From an optimization exercise on the open Yosys and OpenROAD flow, aimed at small area; shortcuts taken in it are not production practice.
In this exercise RTL edits were held to simulation tests only and were not proved equivalent to the original.
Power is estimated from default activity; no workload was simulated.

<file path="constraint.sdc">
create_clock -name core_clock -period 20.0 [get_ports {clk}]
set_input_delay 4.0000 -clock core_clock [delete_from_list [all_inputs] [get_ports {clk}]]
set_output_delay 4.0000 -clock core_clock [all_outputs]
set_load 0.01 [all_outputs]
</file>
<file path="config.mk">
export PLATFORM = sky130hd
export DESIGN_NAME = BomberGameTopLevel
export DESIGN_NICKNAME = BomberGameTopLevel
export VERILOG_FILES = /design/flow/design.v
export SDC_FILE = /design/flow/constraint.sdc
export NUM_CORES = 8
export LEC_CHECK = 0
export CAP_MARGIN = 20
export CORE_MARGIN = 2
export CORE_UTILIZATION = 40
export PLACE_DENSITY = 0.45
export SLEW_MARGIN = 20
</file>
<file path="run.sh">
#!/bin/bash
# synth_recipe.tcl (not shown) runs the flow's synth.tcl, then flattens the netlist and writes it again
# the make line also repeats each setting of config.mk as NAME=value (left out here)
make -C /OpenROAD-flow-scripts/flow DESIGN_CONFIG=/design/flow/config.mk WORK_HOME=/design/flow/orfs CLKGATE_MAP_FILE= SYNTH_SCRIPT=/design/flow/synth_recipe.tcl finish
</file>
<file path="design.v">
`timescale 1ns / 1ps
module var_clock #(parameter[31:0] M = 7)(input clk , input rst , output reg SLOW_CLOCK , output tick);
    reg[31:0] COUNT;
    assign tick = (COUNT == 0) & ~SLOW_CLOCK;
    always@(posedge clk)
    begin
        if(rst)
        begin
            COUNT <= 32'b0;
            SLOW_CLOCK <= 1'b0;
        end
        else begin
            COUNT <= (COUNT == M) ? 0 : COUNT +1;
            if(COUNT == 0)
            begin
                SLOW_CLOCK <= ~SLOW_CLOCK;
            end
        end
    end
endmodule
`timescale 1ns / 1ps
module Counter_100MHZ(input clk , rst , start , input[31:0] threshold , output reg reached);
    reg[31:0] count;
    always@(posedge clk)
    begin
        if(rst)
        begin
            count <= 32'b0;
            reached <= 0;
        end
        else if(start == 1'b1)
        begin
            count <= count + 1;
            if(count >= threshold)
            begin
                reached <= 1;
            end
            else begin
                reached <= 0;
            end
        end
        else begin
            count <= 0;
            reached <= 0;
        end
    end
endmodule
`timescale 1ns / 1ps
module ButtonDebouncing(input button , clk , rst , output reg DebouncedSignal);
    reg start;
    wire reached;
    reg pressed;
    Counter_100MHZ counter(.clk(clk) , .rst(rst) , .start(start) , .threshold(32'd2500) , .reached(reached));
    wire tick1khz;
    var_clock #(.M(32'd5)) clock_1khz(.clk(clk) , .rst(rst) , .SLOW_CLOCK() , .tick(tick1khz));
    always @ (posedge clk)
    begin
        if(rst)
        begin
            DebouncedSignal <= 1'b0;
            start <= 1'b0;
            pressed <= 1'b0;
        end
        else if(tick1khz)
        begin
            if(pressed == 1'b0)
            begin
                if(button == 1'b1)
                begin
                    DebouncedSignal <= 1'b1;
                    start <= 1'b1;
                    pressed <= 1'b1;
                end
                else begin
                    DebouncedSignal <= 1'b0;
                end
            end
            if(button == 1'b0 & reached == 1'b1)
            begin
                pressed <= 1'b0;
                start <= 1'b0;
            end
        end
    end
endmodule
`timescale 1ns / 1ps
module isColourPixel(input[6:0] min_x , max_x , input[5:0] min_y , max_y , input[12:0] pixel_index ,output isColouredPixel);
    wire[12:0] x_coor = pixel_index % 13'd96;
    wire[12:0] y_coor = pixel_index / 13'd96;
    assign isColouredPixel = (x_coor >= min_x && x_coor <= max_x)
                           && (y_coor >= min_y && y_coor <= max_y);
endmodule
`timescale 1ns / 1ps
module WithinXY(
    input [6:0] PlayerMinX , PlayerMaxX , 
    input [5:0] PlayerMinY , PlayerMaxY ,
    input[6:0] min_x , max_x , 
    input[5:0] min_y , max_y , 
    output collided
);
    assign collided = ~(
        PlayerMaxX < min_x ||
        PlayerMinX > max_x ||
        PlayerMinY > max_y ||
        PlayerMaxY < min_y
    );
endmodule
`timescale 1ns / 1ps
module Walls(
    input[12:0] pixel_index , 
    output walls
);
    wire TopWall , LeftWall , RightWall , BottomWall;
    isColourPixel TopBlock(.min_x(0) , .max_x(95) , .min_y(0) , .max_y(0) , .pixel_index(pixel_index) , .isColouredPixel(TopWall));
    isColourPixel LeftBlock(.min_x(0) , .max_x(2) , .min_y(0) , .max_y(63) , .pixel_index(pixel_index) , .isColouredPixel(LeftWall));
    isColourPixel RightBlock(.min_x(93) , .max_x(95) , .min_y(0) , .max_y(63) , .pixel_index(pixel_index) , .isColouredPixel(RightWall));
    isColourPixel BottomBlock(.min_x(1) , .max_x(0) , .min_y(1) , .max_y(0) , .pixel_index(pixel_index) , .isColouredPixel(BottomWall));
    assign walls = TopWall | LeftWall | RightWall | BottomWall;
endmodule
`timescale 1ns / 1ps
module CentreConcreteBlock 
#(
    parameter dimensions = 9 , 
    parameter minX = 3 ,maxX = 93 ,
    parameter minY = 1 , maxY = 64
)(
    input[12:0] pixel_index , 
    output CenterBlock
);
    localparam num_x_blocks = (maxX - minX) / dimensions; 
    localparam num_y_blocks = (maxY - minY) / dimensions;
    genvar x , y;
    wire[((maxY - minY)/dimensions) * ((maxX - minX)/dimensions) - 1 : 0]  block;
    generate
        for (x = minX +dimensions; x < maxX; x = x + 2*dimensions) begin : outer_loop
            for (y = minY + dimensions; y < maxY; y = y + 2*dimensions) begin : mod_inst
                isColourPixel Block(
                    .min_x(x) , .max_x(x+dimensions-1) , 
                    .min_y(y) , .max_y(y+dimensions-1) , 
                    .pixel_index(pixel_index) , .isColouredPixel(block[(num_x_blocks * ((y - minY)/dimensions)) + (((x - minX)/dimensions))])
                );
            end
        end
    endgenerate
    genvar xi , yi;
    generate
        for (xi = 0; xi < num_x_blocks; xi = xi + 1) begin : tie_x
            for (yi = 0; yi < num_y_blocks; yi = yi + 1) begin : tie_y
                if (!((xi % 2 == 1) && (yi % 2 == 1))) begin : tie
                    assign block[(num_x_blocks * yi) + xi] = 1'b0;
                end
            end
        end
    endgenerate
    assign CenterBlock = |block;
endmodule
`timescale 1ns / 1ps
module ConcreteBlocks
#(
    parameter dimensions = 9 , 
    parameter minX = 3 ,maxX = 93 ,
    parameter minY = 1 , maxY = 64
)(
    input[12:0] pixel_index , 
    output walls , CenterBlock
);
    Walls SideWall(.pixel_index(pixel_index) , .walls(walls));
    CentreConcreteBlock #(dimensions,minX,maxX,minY,maxY)Concrete(.pixel_index(pixel_index) , .CenterBlock(CenterBlock));
endmodule
`timescale 1ns / 1ps
module CollisionCheck
#(
    parameter dimensions = 9 , 
    parameter minX = 3 ,maxX = 93 ,
    parameter minY = 1 , maxY = 64
)(
    input [6:0] PlayerMinX , PlayerMaxX , 
    input [5:0] PlayerMinY , PlayerMaxY ,
    output isCollisionWithImmutable
);
    localparam num_x_blocks = (maxX - minX) / dimensions; 
    localparam num_y_blocks = (maxY - minY) / dimensions;
    genvar x , y;
    wire[((maxY - minY)/dimensions) * ((maxX - minX)/dimensions) - 1 : 0]  block;
    wire TopWall , LeftWall , RightWall , BottomWall;
    generate
        for (x = minX +dimensions; x < maxX; x = x + 2*dimensions) begin : outer_loop
            for (y = minY + dimensions; y < maxY; y = y + 2*dimensions) begin : mod_inst
                WithinXY Block(
                    .PlayerMinX(PlayerMinX) , .PlayerMaxX(PlayerMaxX) , 
                    .PlayerMinY(PlayerMinY) , .PlayerMaxY(PlayerMaxY) , 
                    .min_x(x) , .max_x(x+dimensions-1) , 
                    .min_y(y) , .max_y(y+dimensions-1) , 
                    .collided(block[(num_x_blocks * ((y - minY)/dimensions)) + (((x - minX)/dimensions))])
                );
            end
        end
    endgenerate
    genvar xi , yi;
    generate
        for (xi = 0; xi < num_x_blocks; xi = xi + 1) begin : tie_x
            for (yi = 0; yi < num_y_blocks; yi = yi + 1) begin : tie_y
                if (!((xi % 2 == 1) && (yi % 2 == 1))) begin : tie
                    assign block[(num_x_blocks * yi) + xi] = 1'b0;
                end
            end
        end
    endgenerate
    WithinXY Top(.PlayerMinX(PlayerMinX) , .PlayerMaxX(PlayerMaxX) , .PlayerMinY(PlayerMinY) , .PlayerMaxY(PlayerMaxY) , .min_x(0) , .max_x(95) , .min_y(0) , .max_y(0) , .collided(TopWall));
    WithinXY Left(.PlayerMinX(PlayerMinX) , .PlayerMaxX(PlayerMaxX) , .PlayerMinY(PlayerMinY) , .PlayerMaxY(PlayerMaxY) , .min_x(0) , .max_x(2) , .min_y(0) , .max_y(63) , .collided(LeftWall));
    WithinXY Right(.PlayerMinX(PlayerMinX) , .PlayerMaxX(PlayerMaxX) , .PlayerMinY(PlayerMinY) , .PlayerMaxY(PlayerMaxY) , .min_x(93) , .max_x(95) , .min_y(0) , .max_y(63) , .collided(RightWall));
    assign isCollisionWithImmutable = |block | TopWall | LeftWall | RightWall;
endmodule
`timescale 1ns / 1ps
module SquareTracker 
#(
    parameter dimensions = 9 , 
    parameter minX = 3 ,maxX = 93 ,
    parameter minY = 1 , maxY = 64
)(
    input clk , rst ,
    input [6:0] PlayerMinX , PlayerMaxX , 
    input [5:0] PlayerMinY , PlayerMaxY ,
    output reg[6:0] Player1Block
);
    localparam num_x_blocks = (maxX - minX) / dimensions; 
    localparam num_y_blocks = (maxY - minY) / dimensions;
    genvar x , y;
    wire[((maxY - minY)/dimensions) * ((maxX - minX)/dimensions) - 1 : 0]  blocks;
    wire TopWall , LeftWall , RightWall , BottomWall;
    generate
        for (x = minX; x < maxX; x = x + dimensions) begin : outer_loop
            for (y = minY ; y < maxY; y = y + dimensions) begin : mod_inst
                WithinXY Block(
                    .PlayerMinX(PlayerMinX) , .PlayerMaxX(PlayerMaxX) , 
                    .PlayerMinY(PlayerMinY) , .PlayerMaxY(PlayerMaxY) , 
                    .min_x(x) , .max_x(x+dimensions-1) , 
                    .min_y(y) , .max_y(y+dimensions-1) , 
                    .collided(blocks[(num_x_blocks * ((y - minY)/dimensions)) + (((x - minX)/dimensions))])
                );
            end
        end
    endgenerate
    integer i;
    reg [3:0] xBlock;
    reg [2:0] yBlock;
    reg [6:0] min_x;
    reg [5:0] min_y;
    reg[6:0] FirstBlock , SecondBlock;
    reg BlocksSet;
    wire[6:0] FirstBlockMod10 = FirstBlock % 7'd10;
    wire[6:0] FirstBlockDiv10 = FirstBlock / 7'd10;
    always @ (posedge clk)
    begin
        if(rst)
        begin
            FirstBlock <= 7'b0;
            SecondBlock <= 7'b0;
            BlocksSet <= 0;
            Player1Block <= 7'b0;
            xBlock <= 0;
            yBlock <= 0;
            min_x <= 0;
            min_y <= 0;
        end
        else if(!BlocksSet)
        begin
            for (i = 0; i < 70; i = i + 1) 
            begin
                if(blocks[i])
                begin
                    if(FirstBlock == 7'b0)
                    begin
                        FirstBlock <= i;
                    end
                    else
                    begin
                        SecondBlock <= i;
                    end
                end
            end
            BlocksSet <= 1;
        end
        else begin
            FirstBlock <= 0;
            SecondBlock <= 0;
            if(SecondBlock == 7'b0)
            begin
                Player1Block <= FirstBlock;
            end
            else if((SecondBlock - FirstBlock) == 1)
            begin
                xBlock <= FirstBlockMod10 + 1;
                min_x <= 3 + (xBlock - 1) * 9 ;
                if(PlayerMinX - min_x > 5)
                begin
                    Player1Block <= SecondBlock;
                end
                else
                begin
                    Player1Block <= FirstBlock;
                end
            end
            else
            begin
                yBlock <= FirstBlockDiv10 + 1;
                min_y <= 3 + (yBlock - 1) * 9 ;
                if(PlayerMinY - min_y > 5)
                begin
                    Player1Block <= SecondBlock;
                end
                else
                begin
                    Player1Block <= FirstBlock;
                end
            end
            BlocksSet <= 0;
        end
    end
endmodule
`timescale 1ns / 1ps
module Player(
    input[12:0] pixel_index ,
    input[6:0] PlayerMinX , PlayerMaxX , input[5:0] PlayerMinY , PlayerMaxY ,
    output player
);
    isColourPixel Player1(.min_x(PlayerMinX) , .max_x(PlayerMaxX) , .min_y(PlayerMinY) , .max_y(PlayerMaxY) , .pixel_index(pixel_index) , .isColouredPixel(player));
endmodule
`timescale 1ns / 1ps
module PlayerMovement 
#(
    parameter[6:0] InitialMinX = 4 , InitialMaxX = 10 , InitialMinY = 2, InitialMaxY = 8,
    parameter dimensions = 9 , minX = 3 ,maxX = 93 , minY = 1 , maxY = 64
)(
    input clk , rst,
    input initiate_reset,
    input[12:0] pixel_index ,
    input btnU , btnD , btnL , btnR , btnC , 
    input player_isReviving,
    input start_game,
    output reg[6:0] PlayerMinX , PlayerMaxX ,
    output reg[5:0] PlayerMinY , PlayerMaxY ,
    output [6:0] PlayerBlock ,
    output player
);
   SquareTracker  #(dimensions,minX,maxX,minY,maxY) TrackPlayer1Square(
       .clk(clk), .rst(rst),
       .PlayerMinX(PlayerMinX) , .PlayerMaxX(PlayerMaxX) , 
       .PlayerMinY(PlayerMinY) , .PlayerMaxY(PlayerMaxY) ,
       .Player1Block(PlayerBlock)
    );
    reg[6:0] FuturePlayerMinX , FuturePlayerMaxX; 
    reg[5:0] FuturePlayerMinY , FuturePlayerMaxY;
    reg FutureCheck;
    wire Collide_Immutable;
    CollisionCheck #(dimensions,minX,maxX,minY,maxY) Collision(
        .PlayerMinX(FuturePlayerMinX) , .PlayerMaxX(FuturePlayerMaxX) , 
        .PlayerMinY(FuturePlayerMinY) , .PlayerMaxY(FuturePlayerMaxY) ,
        .isCollisionWithImmutable(Collide_Immutable)
    );
    Player Player1(
        .pixel_index(pixel_index) ,
        .PlayerMinX(PlayerMinX) , .PlayerMaxX(PlayerMaxX) , 
        .PlayerMinY(PlayerMinY) , .PlayerMaxY(PlayerMaxY) ,
        .player(player)
    );
    wire tick40hz;
    var_clock #(.M(32'd155)) clk40hz(.clk(clk) , .rst(rst) , .SLOW_CLOCK() , .tick(tick40hz));
    wire isBottomBound = PlayerMaxY > 62;
    reg[2:0] button;
    always @ (posedge clk)
    begin
        if(rst)
        begin
            FutureCheck <= 0;
            PlayerMinX <= InitialMinX;
            PlayerMaxX <= InitialMaxX;
            PlayerMinY <= InitialMinY;
            PlayerMaxY <= InitialMaxY;
            FuturePlayerMinX <= InitialMinX;
            FuturePlayerMaxX <= InitialMaxX;
            FuturePlayerMinY <= InitialMinY;
            FuturePlayerMaxY <= InitialMaxY;
            button <= 0;
        end
        else if(~tick40hz)
        begin
        end
        else if(start_game)
        begin
            if(btnU & (button == 0 || button == 5) & ~initiate_reset)
            begin
                if(FutureCheck)
                begin
                    if(~Collide_Immutable)
                    begin
                        PlayerMinY <= PlayerMinY - 1;
                        PlayerMaxY <= PlayerMaxY - 1;
                    end
                    else begin
                        FuturePlayerMinY <= PlayerMinY;
                        FuturePlayerMaxY <= PlayerMaxY;
                    end
                    FutureCheck <= 0;
                end
                else begin
                    FuturePlayerMinY <= FuturePlayerMinY - 1;
                    FuturePlayerMaxY <= FuturePlayerMaxY - 1;
                    FutureCheck <= 1;
                end
                button <= 0;
            end
            else if(btnD & (button == 1 || button == 5) & ~initiate_reset)
            begin
                if(FutureCheck)
                begin
                    if(~Collide_Immutable && ~isBottomBound)
                    begin
                        PlayerMinY <= PlayerMinY + 1;
                        PlayerMaxY <= PlayerMaxY + 1;
                    end
                    else begin
                        FuturePlayerMinY <= PlayerMinY;
                        FuturePlayerMaxY <= PlayerMaxY;
                    end
                    FutureCheck <= 0;
                end
                else begin
                    FuturePlayerMinY <= FuturePlayerMinY + 1;
                    FuturePlayerMaxY <= FuturePlayerMaxY + 1;
                    FutureCheck <= 1;
                end
                button <= 1;
            end
            else if(btnL  & (button == 2 || button == 5) & ~initiate_reset)
            begin
                if(FutureCheck)
                begin
                    if(~Collide_Immutable)
                    begin
                        PlayerMinX <= PlayerMinX - 1;
                        PlayerMaxX <= PlayerMaxX - 1;
                    end
                    else begin
                        FuturePlayerMinX <= PlayerMinX;
                        FuturePlayerMaxX <= PlayerMaxX;
                    end
                    FutureCheck <= 0;
                end
                else begin
                    FuturePlayerMinX <= FuturePlayerMinX - 1;
                    FuturePlayerMaxX <= FuturePlayerMaxX - 1;
                    FutureCheck <= 1;
                end
                button <= 2;
            end
            else if(btnR  & (button == 3 || button == 5) & ~initiate_reset)
            begin
                if(FutureCheck)
                begin
                    if(~Collide_Immutable)
                    begin
                        PlayerMinX <= PlayerMinX + 1;
                        PlayerMaxX <= PlayerMaxX + 1;
                    end
                    else begin
                        FuturePlayerMinX <= PlayerMinX;
                        FuturePlayerMaxX <= PlayerMaxX;
                    end
                    FutureCheck <= 0;
                end
                else begin
                    FuturePlayerMinX <= FuturePlayerMinX + 1;
                    FuturePlayerMaxX <= FuturePlayerMaxX + 1;
                    FutureCheck <= 1;
                end
                button <= 3;
            end
            else begin
                FutureCheck <= 0;
                FuturePlayerMinY <= PlayerMinY;
                FuturePlayerMaxY <= PlayerMaxY;
                FuturePlayerMinX <= PlayerMinX;
                FuturePlayerMaxX <= PlayerMaxX;
                button <= 5;
            end
            if(player_isReviving)
            begin
                FutureCheck <= 0;
                PlayerMinX <= InitialMinX;
                PlayerMaxX <= InitialMaxX;
                PlayerMinY <= InitialMinY;
                PlayerMaxY <= InitialMaxY;
                FuturePlayerMinX <= InitialMinX;
                FuturePlayerMaxX <= InitialMaxX;
                FuturePlayerMinY <= InitialMinY;
                FuturePlayerMaxY <= InitialMaxY;
                button <= 5;
            end
        end
        else begin
            FutureCheck <= 0;
            PlayerMinX <= InitialMinX;
            PlayerMaxX <= InitialMaxX;
            PlayerMinY <= InitialMinY;
            PlayerMaxY <= InitialMaxY;
            FuturePlayerMinX <= InitialMinX;
            FuturePlayerMaxX <= InitialMaxX;
            FuturePlayerMinY <= InitialMinY;
            FuturePlayerMaxY <= InitialMaxY;
            button <= 5;
        end
    end
endmodule
`timescale 1ns / 1ps
module BlockIsImmutable(
    input[6:0] BombBlock,
    output Immutable
    );
    assign Immutable = (BombBlock == 11) | (BombBlock == 13) | (BombBlock == 15) | (BombBlock == 17) | (BombBlock == 19) | (BombBlock == 31) | (BombBlock == 33) | (BombBlock == 35) | (BombBlock == 37) | (BombBlock == 39) | (BombBlock == 51) | (BombBlock == 53) | (BombBlock == 55) | (BombBlock == 57) | (BombBlock == 59);
endmodule
`timescale 1ns / 1ps
module BlockColourPixel #(parameter[6:0] dimension = 9 , parameter[6:0] MaxBlocks = 69)(
    input[6:0] BombBlock,
    input[12:0] pixel_index ,
    output isColouredPixel
);
        wire[3:0] xBlock;
        wire[2:0] yBlock;
        wire[6:0] min_x , max_x;
        wire[5:0] min_y , max_y;
        wire[6:0] BombBlockMod10 = BombBlock % 7'd10;
        wire[6:0] BombBlockDiv10 = BombBlock / 7'd10;
        assign xBlock = BombBlockMod10 + 1;
        assign yBlock = BombBlockDiv10 + 1;
        assign min_x = 3 + (xBlock - 1) * dimension;
        assign max_x = 3 + (xBlock * dimension) - 1;
        assign min_y = 1 + (yBlock - 1) * dimension;
        assign max_y = 1 + (yBlock * dimension) - 1;
        wire[6:0] x_coor;
        assign x_coor = (pixel_index % 13'd96);
        wire[5:0] y_coor;
        assign y_coor = (pixel_index / 13'd96);
        assign isColouredPixel = (BombBlock >= 0 && BombBlock <= MaxBlocks) 
        ? (x_coor >= min_x && x_coor <= max_x)&& (y_coor >= min_y && y_coor <= max_y)
        : 0;
endmodule
`timescale 1ns / 1ps
module FreeBomb #(parameter[6:0] Maxbombcount = 5)(
    input clk , rst ,
    input [Maxbombcount-1 : 0]ActiveBombs,
    input Player1DebouncedBtnC , Player2DebouncedBtnC , Player3DebouncedBtnC , Player4DebouncedBtnC , 
    input start_game,
    input player1_isReviving,player2_isReviving,player3_isReviving,player4_isReviving,
    output reg[7:0] FreeBombIdx,
    output reg edge_registered ,
    output reg [(Maxbombcount * 2) - 1 : 0] WhichPlayerBomb
);
    integer k;
    reg reassign;
    reg[1:0] triggered_player;
    always @(posedge clk)
    begin
        if(rst)
        begin
            FreeBombIdx <= Maxbombcount - 1;
            edge_registered <= 0;
            WhichPlayerBomb <= 0;
            reassign <= 1;
            triggered_player <= 0;
        end
        else begin
        if(Player1DebouncedBtnC == 1 & ~player1_isReviving & start_game & ~edge_registered)
        begin
            edge_registered <= 1;
            triggered_player <= 0;
        end
        else if(Player2DebouncedBtnC == 1 & ~player2_isReviving & start_game & ~edge_registered)
        begin
            edge_registered <= 1;
            triggered_player <= 1;
        end
        else if(Player3DebouncedBtnC == 1 & ~player3_isReviving & start_game & ~edge_registered)
        begin
            edge_registered <= 1;
            triggered_player <= 2;
        end
        else if(Player4DebouncedBtnC == 1 & ~player4_isReviving & start_game & ~edge_registered)
        begin
            edge_registered <= 1;
            triggered_player <= 3;
        end
        else begin
            edge_registered <= 0;
            if(~edge_registered & reassign)
            begin
                FreeBombIdx <= 99;
                for(k = 0 ; k < Maxbombcount ; k = k+1)
                begin
                    if(ActiveBombs[k] == 0)
                    begin
                        if(k != FreeBombIdx)
                        begin
                            FreeBombIdx <= k;
                            reassign <= 0;
                        end
                    end
                end
            end
        end
        if(FreeBombIdx == 99 | ActiveBombs[FreeBombIdx] == 1)
        begin
            reassign <= 1;
            WhichPlayerBomb <= WhichPlayerBomb & ~(2'b11 << (FreeBombIdx * 2));
            WhichPlayerBomb <= WhichPlayerBomb | triggered_player << (FreeBombIdx * 2);
        end
        end
    end
endmodule
`timescale 1ns / 1ps
module BombCounter(
    input clk , rst ,
    input immediate_explode,
    input[7:0] FreeBomb,
    input[7:0] MyNumber,
    input edge_registered ,
    output reg active
);
    reg[31:0] count;
    always @ (posedge clk)
    begin
        if(rst)
        begin
            active <= 0;
            count <= 32'd62500;
        end
        else begin
        if(edge_registered && (MyNumber == FreeBomb))
        begin
            active <= 1;
        end
        if(active == 1'b1)
        begin
            count <= count - 1;
            if(count == 0 | immediate_explode)
            begin
                active <= 1'b0;
                count <= 32'd62500;
            end
        end
        end
    end
endmodule
`timescale 1ns / 1ps
module ExplodeBomb(
    input clk, rst,
    input[6:0] Player1Block,Player2Block,Player3Block,Player4Block,
    input [12:0] pixel_index,
    input[6:0] BombBlock,
    input active , 
    output ExplosionAnimation ,
    output player1_died,  player2_died ,player3_died,player4_died,
    output [6:0] Up1 , Up2 , Left1 , Left2 , Right1 , Right2 , Down1 , Down2 ,
    output reg explode
);
    wire[8:0] blocks;
    reg initialise;            
    reg[31:0] counter;    
    wire ImmutableUp , ImmutableDown, ImmutableLeft, ImmutableRight;
    wire[6:0] Up , Down , Left , Right;
    wire[6:0] BombBlockMod10 = BombBlock % 7'd10;
    assign Up = BombBlock - 10;
    assign Down = BombBlock + 10;
    assign Left = BombBlock - 1;
    assign Right = BombBlock + 1;
    BlockIsImmutable ModuleUp(.BombBlock(Up), .Immutable(ImmutableUp));
    BlockIsImmutable ModuleDown(.BombBlock(Down), .Immutable(ImmutableDown));
    BlockIsImmutable ModuleLeft(.BombBlock(Left), .Immutable(ImmutableLeft));
    BlockIsImmutable ModuleRight(.BombBlock(Right), .Immutable(ImmutableRight));
    assign Up1 = (BombBlock < 10 | ImmutableUp) ? BombBlock : BombBlock - 10;
    assign Up2 = (BombBlock < 20 | (Up1 == BombBlock)) ? BombBlock : BombBlock - 20;
    assign Left1 = (BombBlockMod10 <= 0 | ImmutableLeft) ? BombBlock : BombBlock - 1;
    assign Left2 = (BombBlockMod10 <= 1 | (Left1 == BombBlock)) ? BombBlock : BombBlock - 2;
    assign Right1 = (BombBlockMod10 >= 9 | ImmutableRight) ? BombBlock : BombBlock + 1;
    assign Right2 = (BombBlockMod10 >= 8 | (Right1 == BombBlock)) ? BombBlock : BombBlock + 2;
    assign Down1 = (BombBlock > 60 | ImmutableDown) ? BombBlock : BombBlock + 10;
    assign Down2 = (BombBlock > 50 | (Down1 == BombBlock)) ? BombBlock : BombBlock + 20;
    assign player1_died = explode ? ((Player1Block == Up1) | (Player1Block == Up2) | (Player1Block == Down1) | (Player1Block == Down2) 
                        | (Player1Block == Left1) | (Player1Block == Left2) | (Player1Block == Right1) | (Player1Block == Right2) | (Player1Block == BombBlock)) : 0;
    assign player2_died = explode ? ((Player2Block == Up1) | (Player2Block == Up2) | (Player2Block == Down1) | (Player2Block == Down2) 
                        | (Player2Block == Left1) | (Player2Block == Left2) | (Player2Block == Right1) | (Player2Block == Right2) | (Player2Block == BombBlock)) : 0;
    assign player3_died = explode ? ((Player3Block == Up1) | (Player3Block == Up2) | (Player3Block == Down1) | (Player3Block == Down2) 
                        | (Player3Block == Left1) | (Player3Block == Left2) | (Player3Block == Right1) | (Player3Block == Right2) | (Player3Block == BombBlock)) : 0;
    assign player4_died = explode ? ((Player4Block == Up1) | (Player4Block == Up2) | (Player4Block == Down1) | (Player4Block == Down2) 
                        | (Player4Block == Left1) | (Player4Block == Left2) | (Player4Block == Right1) | (Player4Block == Right2) | (Player4Block == BombBlock)) : 0;
    BlockColourPixel BombExplosion1(.BombBlock(BombBlock) , .pixel_index(pixel_index) , .isColouredPixel(blocks[0]));
    BlockColourPixel BombExplosion2(.BombBlock(Up1) , .pixel_index(pixel_index) , .isColouredPixel(blocks[1]));
    BlockColourPixel BombExplosion3(.BombBlock(Up2) , .pixel_index(pixel_index) , .isColouredPixel(blocks[2]));
    BlockColourPixel BombExplosion4(.BombBlock(Down1) , .pixel_index(pixel_index) , .isColouredPixel(blocks[3]));
    BlockColourPixel BombExplosion5(.BombBlock(Down2) , .pixel_index(pixel_index) , .isColouredPixel(blocks[4]));
    BlockColourPixel BombExplosion6(.BombBlock(Left1) , .pixel_index(pixel_index) , .isColouredPixel(blocks[5]));
    BlockColourPixel BombExplosion7(.BombBlock(Left2) , .pixel_index(pixel_index) , .isColouredPixel(blocks[6]));
    BlockColourPixel BombExplosion8(.BombBlock(Right1) , .pixel_index(pixel_index) , .isColouredPixel(blocks[7]));
    BlockColourPixel BombExplosion9(.BombBlock(Right2) , .pixel_index(pixel_index) , .isColouredPixel(blocks[8]));
    assign ExplosionAnimation = explode 
            ? (blocks[0] | blocks[1] | blocks[2] | blocks[3] | blocks[4] | blocks[5] | blocks[6] | blocks[7] | blocks[8])
            : 0;
    always @ (posedge clk)
    begin
        if(rst)
        begin
            initialise <= 0;
            explode <= 0;
            counter <= 32'd2500;
        end
        else begin
        if(active & ~initialise)
        begin
            initialise <= 1;
        end
        if(~active & initialise)
        begin 
            initialise <= 0;
            explode <= 1;
        end  
        if(explode == 1)
        begin
            counter <= counter - 1;
            if(counter == 0)
            begin
                counter <= 1250;
                explode <= 0;
            end      
        end   
        end
    end
endmodule
`timescale 1ns / 1ps
module TriggerExplosion #(parameter[6:0] Maxbombcount = 5)(
    input[6:0] BombBlock ,
    input [1 : 0] WhichPlayerBomb,
    input [2:0] Player1SW,
    input active,
    input[69:0] blocksAffectedByExplosion,
    output immediate_explode
);
    wire ExplodeByExplosion = blocksAffectedByExplosion[BombBlock] & active;
    wire ExplodeByManual = &Player1SW & (WhichPlayerBomb == 0);
    assign immediate_explode = (ExplodeByExplosion | ExplodeByManual) ? 1 : 0;
endmodule
`timescale 1ns / 1ps
module Bomb(
    input clk, rst,
    input[12:0] pixel_index ,
    input[6:0] Player1Block , Player2Block,Player3Block,Player4Block,
    input Player1DebouncedBtnC , Player2DebouncedBtnC, Player3DebouncedBtnC, Player4DebouncedBtnC, 
    input[15:0] SW,
    input player1_isReviving, player2_isReviving,player3_isReviving,player4_isReviving,
    input start_game,
    output reg bomb ,
    output ExplosionAnimations ,
    output player1_die , player2_die ,player3_die,player4_die
);  
    wire[3:0] xBlock;
    wire[2:0] yBlock;
    wire[6:0] BombMinX , BombMaxX;
    wire[5:0] BombMinY , BombMaxY;
    parameter dimension = 9;
    parameter[6:0] Maxbombcount = 3; 
    reg[25:0] Bombs [0:Maxbombcount-1];
    reg[6:0] BombsBlock [0:Maxbombcount-1];
    wire[6:0] ExplosionRadiusBlocks[0 : Maxbombcount-1][0:7];
    wire[69:0] ExplosionBlocks;
    wire[Maxbombcount-1 :0] bombs;
    wire[Maxbombcount-1 :0] explode;
    wire[Maxbombcount-1 : 0] ActiveBombs;
    wire[Maxbombcount-1 : 0] player1_died;
    wire[Maxbombcount-1 : 0] player2_died;
    wire[Maxbombcount-1 : 0] player3_died;
    wire[Maxbombcount-1 : 0] player4_died;
    wire[Maxbombcount-1 : 0] immediate_explode;
    wire[(Maxbombcount * 2) - 1 : 0] WhichPlayerBomb;
    wire[7:0] FreeBomb;
    wire edge_registered;
    wire[Maxbombcount-1 : 0] ExplosionAnimation;
    reg[69:0] blocksAffectedByExplosion;
    assign player1_die = |player1_died;
    assign player2_die = |player2_died;
    assign player3_die = |player3_died;
    assign player4_die = |player4_died;
    integer k;
    FreeBomb #(Maxbombcount)FindFreeBomb(
        .clk(clk) , .rst(rst) , 
        .ActiveBombs(ActiveBombs) ,
        .FreeBombIdx(FreeBomb) , 
        .Player1DebouncedBtnC(Player1DebouncedBtnC) ,
        .Player2DebouncedBtnC(Player2DebouncedBtnC) ,
        .Player3DebouncedBtnC(Player3DebouncedBtnC) ,
        .Player4DebouncedBtnC(Player4DebouncedBtnC) ,
        .edge_registered(edge_registered),
        .player1_isReviving(player1_isReviving),
        .player2_isReviving(player2_isReviving),
        .player3_isReviving(player3_isReviving),
        .player4_isReviving(player4_isReviving),
        .start_game(start_game),
        .WhichPlayerBomb(WhichPlayerBomb)
    );
    genvar j;
    generate
        for(j = 0 ; j < Maxbombcount ; j = j+1)
        begin : mod_inst
            isColourPixel BombDrop(
                .min_x(Bombs[j][25:19]) , .max_x(Bombs[j][18:12]) , 
                .min_y(Bombs[j][11:6]) , .max_y(Bombs[j][5:0]) , 
                .pixel_index(pixel_index) , .isColouredPixel(bombs[j])
            );
        end
    endgenerate
    generate
        for(j = 0 ; j < Maxbombcount ; j = j+1)
        begin : mod_inst1
            BombCounter Bombcounter(
                .immediate_explode(immediate_explode[j]),
                .clk(clk) , .rst(rst) , 
                .active(ActiveBombs[j]) , .FreeBomb(FreeBomb) , 
                .MyNumber(j) ,
                .edge_registered(edge_registered)
            );
        end
    endgenerate
    generate
        for(j = 0 ; j < Maxbombcount ; j = j+1)
        begin : mod_inst2
            ExplodeBomb ExplodeAnimation(
                .clk(clk), .rst(rst), 
                .pixel_index(pixel_index),
                .BombBlock(BombsBlock[j]),    
                .active(ActiveBombs[j]),   
                .Player1Block(Player1Block), .Player2Block(Player2Block),.Player3Block(Player3Block),.Player4Block(Player4Block), 
                .ExplosionAnimation(ExplosionAnimation[j]),
                .player1_died(player1_died[j]),.player2_died(player2_died[j]),.player3_died(player3_died[j]),.player4_died(player4_died[j]),
                .Up1(ExplosionRadiusBlocks[j][0]) , .Up2(ExplosionRadiusBlocks[j][1]),
                .Left1(ExplosionRadiusBlocks[j][2]) , .Left2(ExplosionRadiusBlocks[j][3]),
                .Right1(ExplosionRadiusBlocks[j][4]) , .Right2(ExplosionRadiusBlocks[j][5]),
                .Down1(ExplosionRadiusBlocks[j][6]) , .Down2(ExplosionRadiusBlocks[j][7]),
                .explode(explode[j])
            );
        end
    endgenerate
    generate
        for(j = 0 ; j < Maxbombcount ; j = j+1)
        begin : mod_inst3
            TriggerExplosion #(Maxbombcount) TriggerForBlockJ(
                .BombBlock(BombsBlock[j]) ,
                .WhichPlayerBomb(WhichPlayerBomb[j*2 +1 : j*2]),
                .Player1SW(SW[15:13]),
                .active(ActiveBombs[j]),
                .blocksAffectedByExplosion(blocksAffectedByExplosion),
                .immediate_explode(immediate_explode[j])
            );
        end
    endgenerate
    wire[6:0] PlayerBlock;
    assign PlayerBlock = SW[5] ? Player1Block : SW[6] ? Player2Block : SW[7] ? Player3Block : Player4Block;
    assign ExplosionAnimations = |ExplosionAnimation;
    wire[6:0] PlayerBlockMod10 = PlayerBlock % 7'd10;
    wire[6:0] PlayerBlockDiv10 = PlayerBlock / 7'd10;
    assign xBlock = PlayerBlockMod10 + 1;
    assign yBlock = PlayerBlockDiv10 + 1;
    assign BombMinX = 3 + (xBlock - 1) * dimension;
    assign BombMaxX = 3 + (xBlock * dimension) - 1;
    assign BombMinY = 1 + (yBlock - 1) * dimension;
    assign BombMaxY = 1 + (yBlock * dimension) - 1;
    always @ (posedge clk)
    begin
        if(rst)
        begin
            for(k = 0 ; k < Maxbombcount ; k = k+1)
            begin
                Bombs[k] <= 26'b0;
                BombsBlock[k] <= 7'b0;
            end
            bomb <= 1'b0;
        end
        else begin
        if(FreeBomb != 99)
        begin
            BombsBlock[FreeBomb] <= PlayerBlock;
            Bombs[FreeBomb][25:19] <= BombMinX;
            Bombs[FreeBomb][18:12] <= BombMaxX;
            Bombs[FreeBomb][11:6] <= BombMinY;
            Bombs[FreeBomb][5:0] <= BombMaxY;
        end
        bomb <= 1'b0; 
        for(k = 0 ; k < Maxbombcount ; k = k+1)
        begin
            if(bombs[k] == 1'b1 && ActiveBombs[k] == 1'b1)
            begin
                bomb <= 1'b1;
            end
        end
        end
    end
    integer x,y;
    always @ (posedge clk)
    begin
        if(rst)
            blocksAffectedByExplosion <= 70'b0;
        else begin
        blocksAffectedByExplosion <= 70'b0;
        for(x = 0 ; x < Maxbombcount ; x = x+1)
        begin
            if(explode[x] == 1'b1)
            begin
                for(y = 0 ; y < 8 ; y = y + 1)
                begin
                    if((ExplosionRadiusBlocks[x][y]) < 70)
                    begin
                       blocksAffectedByExplosion[ExplosionRadiusBlocks[x][y]] <= 1'b1;
                    end
                end
            end
        end
        end
    end
endmodule
`timescale 1ns / 1ps
module AnimateDeath(
    input clk,rst,PlayerBlinkClk,
    input player,
    input player_die,
    output player_status,
    output reg isReviving
);
    wire reached;
    Counter_100MHZ counter(.clk(clk) , .rst(rst) , .start(isReviving) , .threshold(32'd62_500) , .reached(reached));
       always @(posedge clk)
       begin
           if(rst)
               isReviving <= 0;
           else begin
           if(player_die & ~isReviving)
           begin
               isReviving <= 1;
           end
           if(reached == 1)
               isReviving <= 0;
           end
       end
       assign player_status = isReviving ? (PlayerBlinkClk & player) : player;
endmodule
`timescale 1ns / 1ps
module PixelDataControl(
    input clk , rst , 
    input player1_die,player2_die,player3_die,player4_die,
    input CenterBlock , walls , 
    input player1 , player2 , player3 , player4 , 
    input bomb , ExplosionAnimations,
    input start_game ,
    output reg[15:0] pixel_data ,
    output player1_isReviving ,player2_isReviving,player3_isReviving,player4_isReviving
);
   wire[15:0] WHITE = 16'hFFFF;
   wire[15:0] BLUE = 16'h001F;
   wire[15:0] GREEN = 16'h07E0;
   wire[15:0] RED = 16'hF800;
   wire[15:0] BLACK = 16'h0000;
   wire[15:0] DARK_GREY = 16'h1042;
   wire[15:0] BROWN = 16'hA52A;
   wire[15:0] ORANGE = 16'hFCA0;
   wire PlayerBlinkClk;
   var_clock #(.M(32'd1249)) player_blink(.clk(clk) , .rst(rst) , .SLOW_CLOCK(PlayerBlinkClk) , .tick());
   wire player1_status , player2_status,player3_status,player4_status , player_status;
   assign player_status = player1_status | player2_status | player3_status | player4_status;
   AnimateDeath Player1(
       .clk(clk), .rst(rst), .PlayerBlinkClk(PlayerBlinkClk),
       .player(player1),
       .player_die(player1_die),
       .player_status(player1_status),
       .isReviving(player1_isReviving)
   );
   AnimateDeath Player2(
      .clk(clk), .rst(rst), .PlayerBlinkClk(PlayerBlinkClk),
      .player(player2),
      .player_die(player2_die),
      .player_status(player2_status),
      .isReviving(player2_isReviving)
    );
    AnimateDeath Player3(
        .clk(clk), .rst(rst), .PlayerBlinkClk(PlayerBlinkClk),
        .player(player3),
        .player_die(player3_die),
        .player_status(player3_status),
        .isReviving(player3_isReviving)
    );
    AnimateDeath Player4(
        .clk(clk), .rst(rst), .PlayerBlinkClk(PlayerBlinkClk),
        .player(player4),
        .player_die(player4_die),
        .player_status(player4_status),
        .isReviving(player4_isReviving)
    );
   always @(posedge clk)
   begin
       if(rst)
       begin
           pixel_data <= 16'b0;
       end
       else if(~start_game)
       begin
           pixel_data <= WHITE;
       end
       else if(CenterBlock)
       begin
           pixel_data <= DARK_GREY;
       end
       else if(walls)
           pixel_data <= BROWN;
       else if(player_status)
           pixel_data <= GREEN;
       else if(ExplosionAnimations)
           pixel_data <= ORANGE;
       else if(bomb)
           pixel_data <= RED;
       else
           pixel_data <= BLACK;
   end
endmodule
`timescale 1ns / 1ps
module PixelControl(
    input clk , rst ,
    input initiate_reset,
    input btnU , btnD , btnL , btnR , btnC ,
    input [15:0]SW , 
    input DebouncedBtnC ,
    input [12:0] pixel_index ,
    input start_game,
    output[15:0] pixel_data ,
    output player1_isReviving,player2_isReviving,player3_isReviving,player4_isReviving
);
   parameter dimensions = 9;
   parameter minX = 3 ,maxX = 93;
   parameter minY = 1 , maxY = 64;
   parameter player_dimensions = 7;
   wire CenterBlock , walls;
   ConcreteBlocks #(dimensions,minX,maxX,minY,maxY) ConcreteBlock(
      .pixel_index(pixel_index) ,
      .walls(walls) , .CenterBlock(CenterBlock)
   );
   wire player1;
   wire[6:0] Player1MinX , Player1MaxX;
   wire[5:0] Player1MinY , Player1MaxY;
   wire btnUPlayer1,btnDPlayer1,btnLPlayer1,btnRPlayer1,btnCPlayer1,Player1DebouncedBtnC;
   wire[6:0] Player1Block;
   wire player1_die;
   assign btnUPlayer1 = SW[5] ? btnU : 0;
   assign btnDPlayer1 = SW[5] ? btnD : 0;
   assign btnLPlayer1 = SW[5] ? btnL : 0;
   assign btnRPlayer1 = SW[5] ? btnR : 0;
   assign btnCPlayer1 = SW[5] ? btnC : 0;
   assign Player1DebouncedBtnC = SW[5] ? DebouncedBtnC : 0;
   wire btnUPlayer2,btnDPlayer2,btnLPlayer2,btnRPlayer2,btnCPlayer2 ,Player2DebouncedBtnC;
   wire player2;
   wire[6:0] Player2MinX , Player2MaxX;
   wire[5:0] Player2MinY , Player2MaxY;
   wire[6:0] Player2Block;
   wire player2_die;
   assign btnUPlayer2 = SW[6] ? btnU : 0;
   assign btnDPlayer2 = SW[6] ? btnD : 0;
   assign btnLPlayer2 = SW[6] ? btnL : 0;
   assign btnRPlayer2 = SW[6] ? btnR : 0;
   assign btnCPlayer2 = SW[6] ? btnC : 0;
   assign Player2DebouncedBtnC = SW[6] ? DebouncedBtnC : 0;
   wire btnUPlayer3,btnDPlayer3,btnLPlayer3,btnRPlayer3,btnCPlayer3, Player3DebouncedBtnC;
   wire player3;
   wire[6:0] Player3MinX , Player3MaxX;
   wire[5:0] Player3MinY , Player3MaxY;
   wire[6:0] Player3Block;
   wire player3_die;
   assign btnUPlayer3 = SW[7] ? btnU : 0;
   assign btnDPlayer3 = SW[7] ? btnD : 0;
   assign btnLPlayer3 = SW[7] ? btnL : 0;
   assign btnRPlayer3 = SW[7] ? btnR : 0;
   assign btnCPlayer3 = SW[7] ? btnC : 0;
   assign Player3DebouncedBtnC = SW[7] ? DebouncedBtnC : 0;
   wire btnUPlayer4,btnDPlayer4,btnLPlayer4,btnRPlayer4,btnCPlayer4,Player4DebouncedBtnC;
   wire player4;
   wire[6:0] Player4MinX , Player4MaxX;
   wire[5:0] Player4MinY , Player4MaxY;
   wire[6:0] Player4Block;
   wire player4_die;
   assign btnUPlayer4 = SW[8] ? btnU : 0;
   assign btnDPlayer4 = SW[8] ? btnD : 0;
   assign btnLPlayer4 = SW[8] ? btnL : 0;
   assign btnRPlayer4 = SW[8] ? btnR : 0;
   assign btnCPlayer4 = SW[8] ? btnC : 0;
   assign Player4DebouncedBtnC = SW[8] ? DebouncedBtnC : 0;
   PlayerMovement 
   #(4,10,2,8,dimensions,minX,maxX,minY,maxY) 
   Player1MovementControl(
       .clk(clk) , .rst(rst),
       .btnU(btnUPlayer1) , .btnD(btnDPlayer1) , .btnL(btnLPlayer1) , .btnR(btnRPlayer1) , .btnC(btnCPlayer1) ,
       .pixel_index(pixel_index) ,
       .player_isReviving(player1_isReviving),
       .start_game(start_game), .initiate_reset(initiate_reset),
       .player(player1),
       .PlayerMinX(Player1MinX) , .PlayerMaxX(Player1MaxX) ,
       .PlayerMinY(Player1MinY) , .PlayerMaxY(Player1MaxY) ,
       .PlayerBlock(Player1Block)
   );
  PlayerMovement 
  #(87,93,2,8,dimensions,minX,maxX,minY,maxY) 
  Player2MovementControl(
      .clk(clk) , .rst(rst),
      .btnU(btnUPlayer2) , .btnD(btnDPlayer2) , .btnL(btnLPlayer2) , .btnR(btnRPlayer2) , .btnC(btnCPlayer2) ,
      .pixel_index(pixel_index) ,
      .player_isReviving(player2_isReviving),
      .start_game(start_game), .initiate_reset(initiate_reset),
      .player(player2),
      .PlayerMinX(Player2MinX) , .PlayerMaxX(Player2MaxX) ,
      .PlayerMinY(Player2MinY) , .PlayerMaxY(Player2MaxY) ,
      .PlayerBlock(Player2Block)
  );
    PlayerMovement 
    #(4,10,57,63,dimensions,minX,maxX,minY,maxY) 
    Player3MovementControl(
        .clk(clk) , .rst(rst),
        .btnU(btnUPlayer3) , .btnD(btnDPlayer3) , .btnL(btnLPlayer3) , .btnR(btnRPlayer3) , .btnC(btnCPlayer3) ,
        .pixel_index(pixel_index) ,
        .player_isReviving(player3_isReviving),
        .start_game(start_game), .initiate_reset(initiate_reset),
        .player(player3),
        .PlayerMinX(Player3MinX) , .PlayerMaxX(Player3MaxX) ,
        .PlayerMinY(Player3MinY) , .PlayerMaxY(Player3MaxY) ,
        .PlayerBlock(Player3Block)
    );
    PlayerMovement 
    #(87,93,57,63,dimensions,minX,maxX,minY,maxY) 
    Player4MovementControl(
        .clk(clk) , .rst(rst),
        .btnU(btnUPlayer4) , .btnD(btnDPlayer4) , .btnL(btnLPlayer4) , .btnR(btnRPlayer4) , .btnC(btnCPlayer4) ,
        .pixel_index(pixel_index) ,
        .player_isReviving(player4_isReviving),
        .start_game(start_game), .initiate_reset(initiate_reset),
        .player(player4),
        .PlayerMinX(Player4MinX) , .PlayerMaxX(Player4MaxX) ,
        .PlayerMinY(Player4MinY) , .PlayerMaxY(Player4MaxY) ,
        .PlayerBlock(Player4Block)
    );
   wire bomb;
   wire ExplosionAnimations;
   Bomb BombControl(
       .clk(clk), .rst(rst),
       .pixel_index(pixel_index) ,
       .bomb(bomb),.SW(SW),
       .Player1Block(Player1Block) ,
       .Player1DebouncedBtnC(Player1DebouncedBtnC), 
       .player1_die(player1_die),
       .player1_isReviving(player1_isReviving),
       .Player2Block(Player2Block) ,
       .Player2DebouncedBtnC(Player2DebouncedBtnC), 
       .player2_die(player2_die),
       .player2_isReviving(player3_isReviving),
       .Player3Block(Player3Block) ,
       .Player3DebouncedBtnC(Player3DebouncedBtnC), 
       .player3_die(player3_die),
       .player3_isReviving(player3_isReviving),
       .Player4Block(Player4Block),
       .Player4DebouncedBtnC(Player4DebouncedBtnC), 
       .player4_die(player4_die),
       .player4_isReviving(player4_isReviving),
       .ExplosionAnimations(ExplosionAnimations),
       .start_game(start_game)
   );
   PixelDataControl ColourControl(
       .clk(clk) , .rst(rst) , 
       .player1_die(player1_die), .player2_die(player2_die), .player3_die(player3_die), .player4_die(player4_die),
       .walls(walls) , .CenterBlock(CenterBlock), 
       .player1(player1) , .player2(player2) ,.player3(player3) ,.player4(player4) ,
       .bomb(bomb) , .ExplosionAnimations(ExplosionAnimations),
       .pixel_data(pixel_data) ,
       .player1_isReviving(player1_isReviving) , .player2_isReviving(player2_isReviving) ,
       .player3_isReviving(player3_isReviving) , .player4_isReviving(player4_isReviving) ,
       .start_game(start_game)
   );
endmodule
`timescale 1ns / 1ps
module GameReset(
    input clk, rst,
    input SW1,
    input btnU , btnD , btnL , btnR ,
    output reg  start_game ,
    output reg initiate_reset
);
    reg[31:0] count;
    always @ (posedge clk)
    begin
        if(rst)
        begin
            start_game <= 0;
            initiate_reset <= 0;
            count <= 0;
        end
        else begin
        if(btnU & btnD & btnL & btnR)
        begin
            initiate_reset <= 1;
            count <= (count == 62_500) ? count : count + 1;
        end 
        else begin
            initiate_reset <= 0;
            count <= 0;
        end
        if(SW1)
        begin
            start_game <= 1;
        end
        if(count == 62_500)
        begin
            start_game <= 0;
        end
        end
    end
endmodule
`timescale 1ns / 1ps
module SevenSegDisplay(
    input clk, rst, tick200hz,
    input start_game ,
    output reg[3:0] an ,
    output reg[6:0] seg ,
    output reg dp
);      
    wire tick1hz;
    var_clock #(.M(32'd6249)) onehz(.clk(clk) , .rst(rst) , .SLOW_CLOCK() , .tick(tick1hz));
    parameter[5:0] game_mins = 10;
    parameter[5:0] game_seconds = 0;
    reg[15:0] total_seconds;
    reg[3:0] durations [0 : 3];
    wire[15:0] seconds_div600 = total_seconds / 16'd600;
    wire[15:0] seconds_div60 = total_seconds / 16'd60;
    wire[15:0] seconds_mod60 = total_seconds % 16'd60;
    wire[15:0] minutes_mod10 = seconds_div60 % 16'd10;
    wire[15:0] tens_of_seconds = seconds_mod60 / 16'd10;
    wire[15:0] seconds_mod10 = total_seconds % 16'd10;
    always @ (posedge clk)
    begin
        if(rst)
        begin
            total_seconds <= game_mins*60 + game_seconds;
            durations[3] <= 0;
            durations[2] <= 0;
            durations[1] <= 0;
            durations[0] <= 0;
        end
        else if(tick1hz)
        begin
        if(start_game)
        begin
            total_seconds <= total_seconds - 1;
        end
        else begin
            total_seconds <= game_mins*60 + game_seconds;
        end
        durations[3] <= seconds_div600;
        durations[2] <= minutes_mod10;
        durations[1] <= tens_of_seconds;
        durations[0] <= seconds_mod10;
        end
    end 
    reg[1:0] duration_loopcount;
    always @ (posedge clk)
    begin
        if(rst)
        begin
            an <= 4'b1111;
            seg <= 7'b111_1111;
            dp <= 1'b1;
            duration_loopcount <= 0;
        end
        else if(tick200hz)
        begin
        an <= (4'b1111) & ~(1 << duration_loopcount);
        case(durations[duration_loopcount])
            0 : seg <= 7'b1000000;
            1 : seg <= 7'b1111001;
            2 : seg <= 7'b0100100;
            3 : seg <= 7'b0110000;
            4 : seg <= 7'b0011001;
            5 : seg <= 7'b0010010;
            6 : seg <= 7'b000_0010;
            7 : seg <= 7'b111_1000;
            8 : seg <= 7'b000_0000;
            9 : seg <= 7'b001_1000;
            default : seg <= 7'b011_1111;
        endcase
        duration_loopcount <= duration_loopcount + 1;
        end
    end
endmodule
`timescale 1ns / 1ps
module BomberGameTopLevel(
    input clk ,
    input rst ,
    input[15:0] SW,
    input btnU , btnD , btnL , btnR , btnC ,
    input[12:0] pixel_index,
    output[15:0] pixel_data,
    output[3:0] an,
    output[6:0] seg,
    output dp
);
    wire start_game;
    wire initiate_reset;
    wire tick200hz;
    var_clock #(.M(30)) twohundredhz(.clk(clk) , .rst(rst) , .SLOW_CLOCK() , .tick(tick200hz));
    wire DebouncedBtnC;
    ButtonDebouncing DebounceC(.button(btnC) , .clk(clk) , .rst(rst) , .DebouncedSignal(DebouncedBtnC));
    wire player1_isReviving,player2_isReviving,player3_isReviving,player4_isReviving;
    PixelControl pixelColourControl(
        .clk(clk), .rst(rst),
        .initiate_reset(initiate_reset),
        .btnU(btnU) , .btnD(btnD) , .btnL(btnL) , .btnR(btnR) , .btnC(btnC) ,
        .SW(SW),
        .pixel_index(pixel_index), .pixel_data(pixel_data) ,
        .DebouncedBtnC(DebouncedBtnC) ,
        .player1_isReviving(player1_isReviving),
        .player2_isReviving(player2_isReviving),
        .player3_isReviving(player3_isReviving),
        .player4_isReviving(player4_isReviving),
        .start_game(start_game)
    );
    SevenSegDisplay SevenSegControl(
        .clk(clk), .rst(rst), .tick200hz(tick200hz),
        .an(an),
        .seg(seg),
        .dp(dp) ,
        .start_game(start_game)
    );     
    GameReset ResetControl(
        .clk(clk), .rst(rst),
        .SW1(SW[1]),
        .btnU(btnU) , .btnD(btnD) , .btnL(btnL) , .btnR(btnR) ,
        .start_game(start_game),
        .initiate_reset(initiate_reset)
    );
endmodule
</file>
==> run notes <==
[cell usage after synthesis (all sizes together), types with 273 or more instances]
library cell  instances
nor2               2443
nand2              1805
ha                 1664
a21oi              1542
xnor2              1499
o21ai              1433
dfxtp              1203
clkbuf             1014
inv                 925
nand3               761
xor2                742
nor3                594
o22ai               449
nand2b              367
a31oi               355
nor2b               286
a211oi              273
[cell families (layout without fill, tap and decap cells)]
family / after synthesis / in the layout / share of synthesized area [%]
buf+inv: 2221 / 1817 / 5.36
flops: 1281 / 1281 / 16.7
compound gates: 6359 / 6359 / 26.3
simple gates: 7745 / 7745 / 23.2
mux: 314 / 314 / 2.54
fa+ha+maj: 1712 / 1712 / 13.6
other cells: 1 / 13 / 0.00236
xor+xnor: 2243 / 2243 / 12.4
[metrics by stage]
step | setup slack, ps | instance area [um^2]
floorplan | 6420 | 159000
global placement | 3190 | 165000
detailed placement | 3200 | 165000
CTS | 3180 | 171000
global route | 1760 | 171000
finish | 2820 | 171000
[worst min-delay path by stage]
stage                                   end  slack (ps)  cells after the start
floorplan                          register         370                      1
global placement    twohundredhz.SLOW_CLOCK         440                      2
detailed placement  twohundredhz.SLOW_CLOCK         450                      2
CTS                 twohundredhz.SLOW_CLOCK         450                      2
global route                       register         480                      2
finish              twohundredhz.SLOW_CLOCK         450                      2
[final cells by class]
cell class              count  area, um^2  share of cell area [%]
inverters                 954        3600                    2.11
flip-flops and latches   1281       26500                    15.5
clock inverters            66         706                   0.414
multi-input cells       18374      124000                    72.6
repair buffers            558        4420                    2.59
well taps                5242        6560                    3.84
diodes                     12        30.0                  0.0176
clock buffers             239        4900                    2.87
[power by group through the flow]
stage | logic [W] | clock network (W) | registers, W
4_1_cts | 0.0316 | 0.00325 | 0.00287
3_3_place_gp | 0.0314 | 0 | 0.00293
5_1_grt | 0.0358 | 0.00334 | 0.00289
6_report | 0.0318 | 0.00314 | 0.00287
2_1_floorplan | 0.0239 | 0 | 0.00283
3_5_place_dp | 0.0314 | 0 | 0.00293
[critical path: cells and delay by family (launching register included)]
kind / cells / cell delay (ps)
and+or+nand+nor: 12 / 2740
xor gates and xnor gates: 7 / 1800
adders and majority gates: 10 / 3360
AOI/OAI and AO/OA: 24 / 6660
DFF: 1 / 360
muxes: 2 / 1040
buffers and inverters: 7 / 1100
[layer usage]
metal  wire length (um)  vias to the layer above  track usage [%]
li1                   -                    78865                -
met1             292000                    77964             42.3
met2             279000                     6240             48.0
met3              46700                     1291             4.51
met4              33700                       12             13.9
met5                 88                        -                0
==> Flow_metrics.wiki <==
{| class="wikitable"
! Metric !! Value
|-
| Maximum single-stage delay on the critical path || 910 ps
|-
| RSZ-0062 raised after global routing || false
|-
| Critical path capture point type || register
|-
| Maximum clock skew at final layout || 84.3 ps
|-
| Non-filler instance count after layout || 26726
|-
| Net Sw Frac || 54.2%
|-
| Total power || 0.0379 W
|-
| Arrival time at the worst endpoint || 17980 ps
|-
| Die width || 634 um
|-
| Cell area after technology mapping || 0.159 mm^2
|-
| Number of buffers inserted to repair setup after CTS || 0
|-
| CP startpoint kind || register
|-
| Timing-limited maximum frequency || 58.2 MHz
|-
| Master of the slowest instance on the critical path || sky130_fd_sc_hd__a2111oi_0
|-
| Slew at the pin closest to its max-slew limit || 1250 ps
|-
| Cell internal power dissipation || 0.0173 W
|-
| GRT Residual Overflow || 0
|-
| Post-synthesis register bit count || 1281
|-
| Average via count per standard cell || 6.15
|-
| # clock sinks || 1281
|-
| Post-Synthesis Net Count || 23601
|-
| Critical path capture point || pixelColourControl.ColourControl.pixel_data[10]
|-
| Number of setup violations in the final report || 0
|-
| Register-to-Register Setup Slack || 2820 ps
|-
| Count of vias placed by the detailed router || 164372
|-
| Proportion of power drawn by flip-flops and latches || 7.6%
|-
| Number of instances in the synthesized netlist || 21876
|-
| Critical Path RT || 20800 ps
|-
| Final-layout setup total negative slack || 0 ps
|-
| Register-to-Register Path Depth || 62
|-
| Via count of the first global-routing pass || 151054
|-
| Area of the die || 0.402 mm^2
|-
| Number of hold-slack violations in the final timing report || 0
|-
| Number of synthesized flops with an enable pin || 78
|-
| Routed wire length || 652000 um
|-
| Combinational share of power || 84.1%
|-
| Pin count of the biggest net entering global routing || 75
|-
| Worst Hold Margin || 448 ps
|-
| Share of the synthesized area in the top cell type || 15.2%
|-
| Placeable core region || 0.395 mm^2
|-
| Placer Congestion || 1.02
|-
| Critical path class || register to register
|-
| Number of fillers in the final layout || 41423
|-
| Placed wire-length estimate after detailed placement || 485000 um
|-
| # resized after CTS || 0
|-
| Number of buffers created by CTS || 171
|-
| Die boundary height || 634 um
|-
| Tcrit/Tclk final || 85.9%
|-
| Relative slew slack || 15.8%
|-
| Reg-to-Reg End || pixelColourControl.ColourControl.pixel_data[10]
|-
| Top FF cell, synth || sky130_fd_sc_hd__dfxtp_1
|-
| Number of placed cells counting well taps || 26406
|-
| Count of maximum capacitance violations || 0
|-
| Initial core utilization || 40.1%
|-
| Layout overhead on the synthesized area || 7.60%
|-
| Count of cell types in the netlist || 127
|-
| Clock network latency to the later pin of the worst-skew pair || 940 ps
|-
| Post-layout utilization of the core || 43.2%
|-
| Initial antenna violation count || 28
|-
| Worst Hold Class || register to register
|-
| Sequential share of the synthesized area || 16.7%
|-
| Clock tree from TritonCTS || done
|-
| Final period demand of the worst path || 17180 ps
|-
| Number of top-level pins || 64
|-
| Result of the run || finished clean
|-
| DRC violation count after routing || 0
|-
| Floorplan row count || 231
|-
| Power per cell area || 222 mW/mm^2
|-
| Maximum level of the CTS H-tree || 4
|-
| Clock network fraction of design power || 8.3%
|-
| Most common library cell in the layout ignoring fill and taps || sky130_fd_sc_hd__nor2_1
|-
| Post-Syn Area per Cell || 7.25 um^2
|-
| Net count, final || 23065
|-
| Worst Min Path Start || twohundredhz.SLOW_CLOCK
|-
| First-iteration detailed-routing DRC count || 16128
|-
| Count of buffers inserted at the top-level ports || 54
|-
| VDD IR max || 0.426 mV
|-
| Proportion of layout cells with a drive suffix above 1 || 5.80%
|-
| DR pass1 iterations || 13
|-
| Ranking of synthesized cells by area || sky130_fd_sc_hd__dfxtp_1 15%, sky130_fd_sc_hd__ha_1 13%, sky130_fd_sc_hd__xnor2_1 8.3%
|-
| Post-synthesis cell type with the largest combined area || sky130_fd_sc_hd__dfxtp_1
|-
| Cell seen most often among critical-path stages || sky130_fd_sc_hd__ha_1
|-
| Wirelength per Cell || 24.4 um
|-
| Leading cell types in the layout, fill and taps excluded || 2438 x sky130_fd_sc_hd__nor2_1, 1800 x sky130_fd_sc_hd__nand2_1, 1664 x sky130_fd_sc_hd__ha_1
|-
| Synthesis warning total || 452
|-
| Maximum root-to-sink buffer count || 4
|-
| Leakage power of the design || 64.8 nW
|-
| Register clock-pin slew on the reported worst setup and hold paths || 60 ps
|-
| Combined global-route utilization of all metal layers || 31.0%
|-
| Peak fanout along the critical path || 22
|-
| Switching power summed over all nets || 0.0205 W
|-
| Fraction of registers with async set/reset || 0%
|-
| Post-CTS Hold Buffers || 0
|-
| Final Max Tran Viols || 0
|-
| Cell at the root of the clock tree || sky130_fd_sc_hd__clkbuf_16
|-
| Wire length of the first global-routing pass || 973000 um
|-
| Residual antenna-violating net count after detailed routing || 0
|}

[re-timing with driven ports]
No port has a modelled driver above. Below, the same layout with a new extraction and two added sets of constraints. Step 1 assumes that a clkbuf_16 drives the clock port and a buf_2 every other input. Step 2 also shifts input and output timing later by t, the mid clock arrival at the registers, as if the neighbouring blocks saw the same clock. Slacks: ideal ports / drivers / drivers and shift; pairs: ideal ports / drivers.
t, ns: 1.004
setup slack, ns: 2.824 / 2.824 / 2.824
hold slack, ns: 0.448 / 0.448 / 0.448
worst register clock-pin slew, ns: 0.07 / 0.07
After both steps setup and hold are still met in this run. The setup slack of this run moves by 0.000 ns with the drivers and by 0.000 ns with both steps.
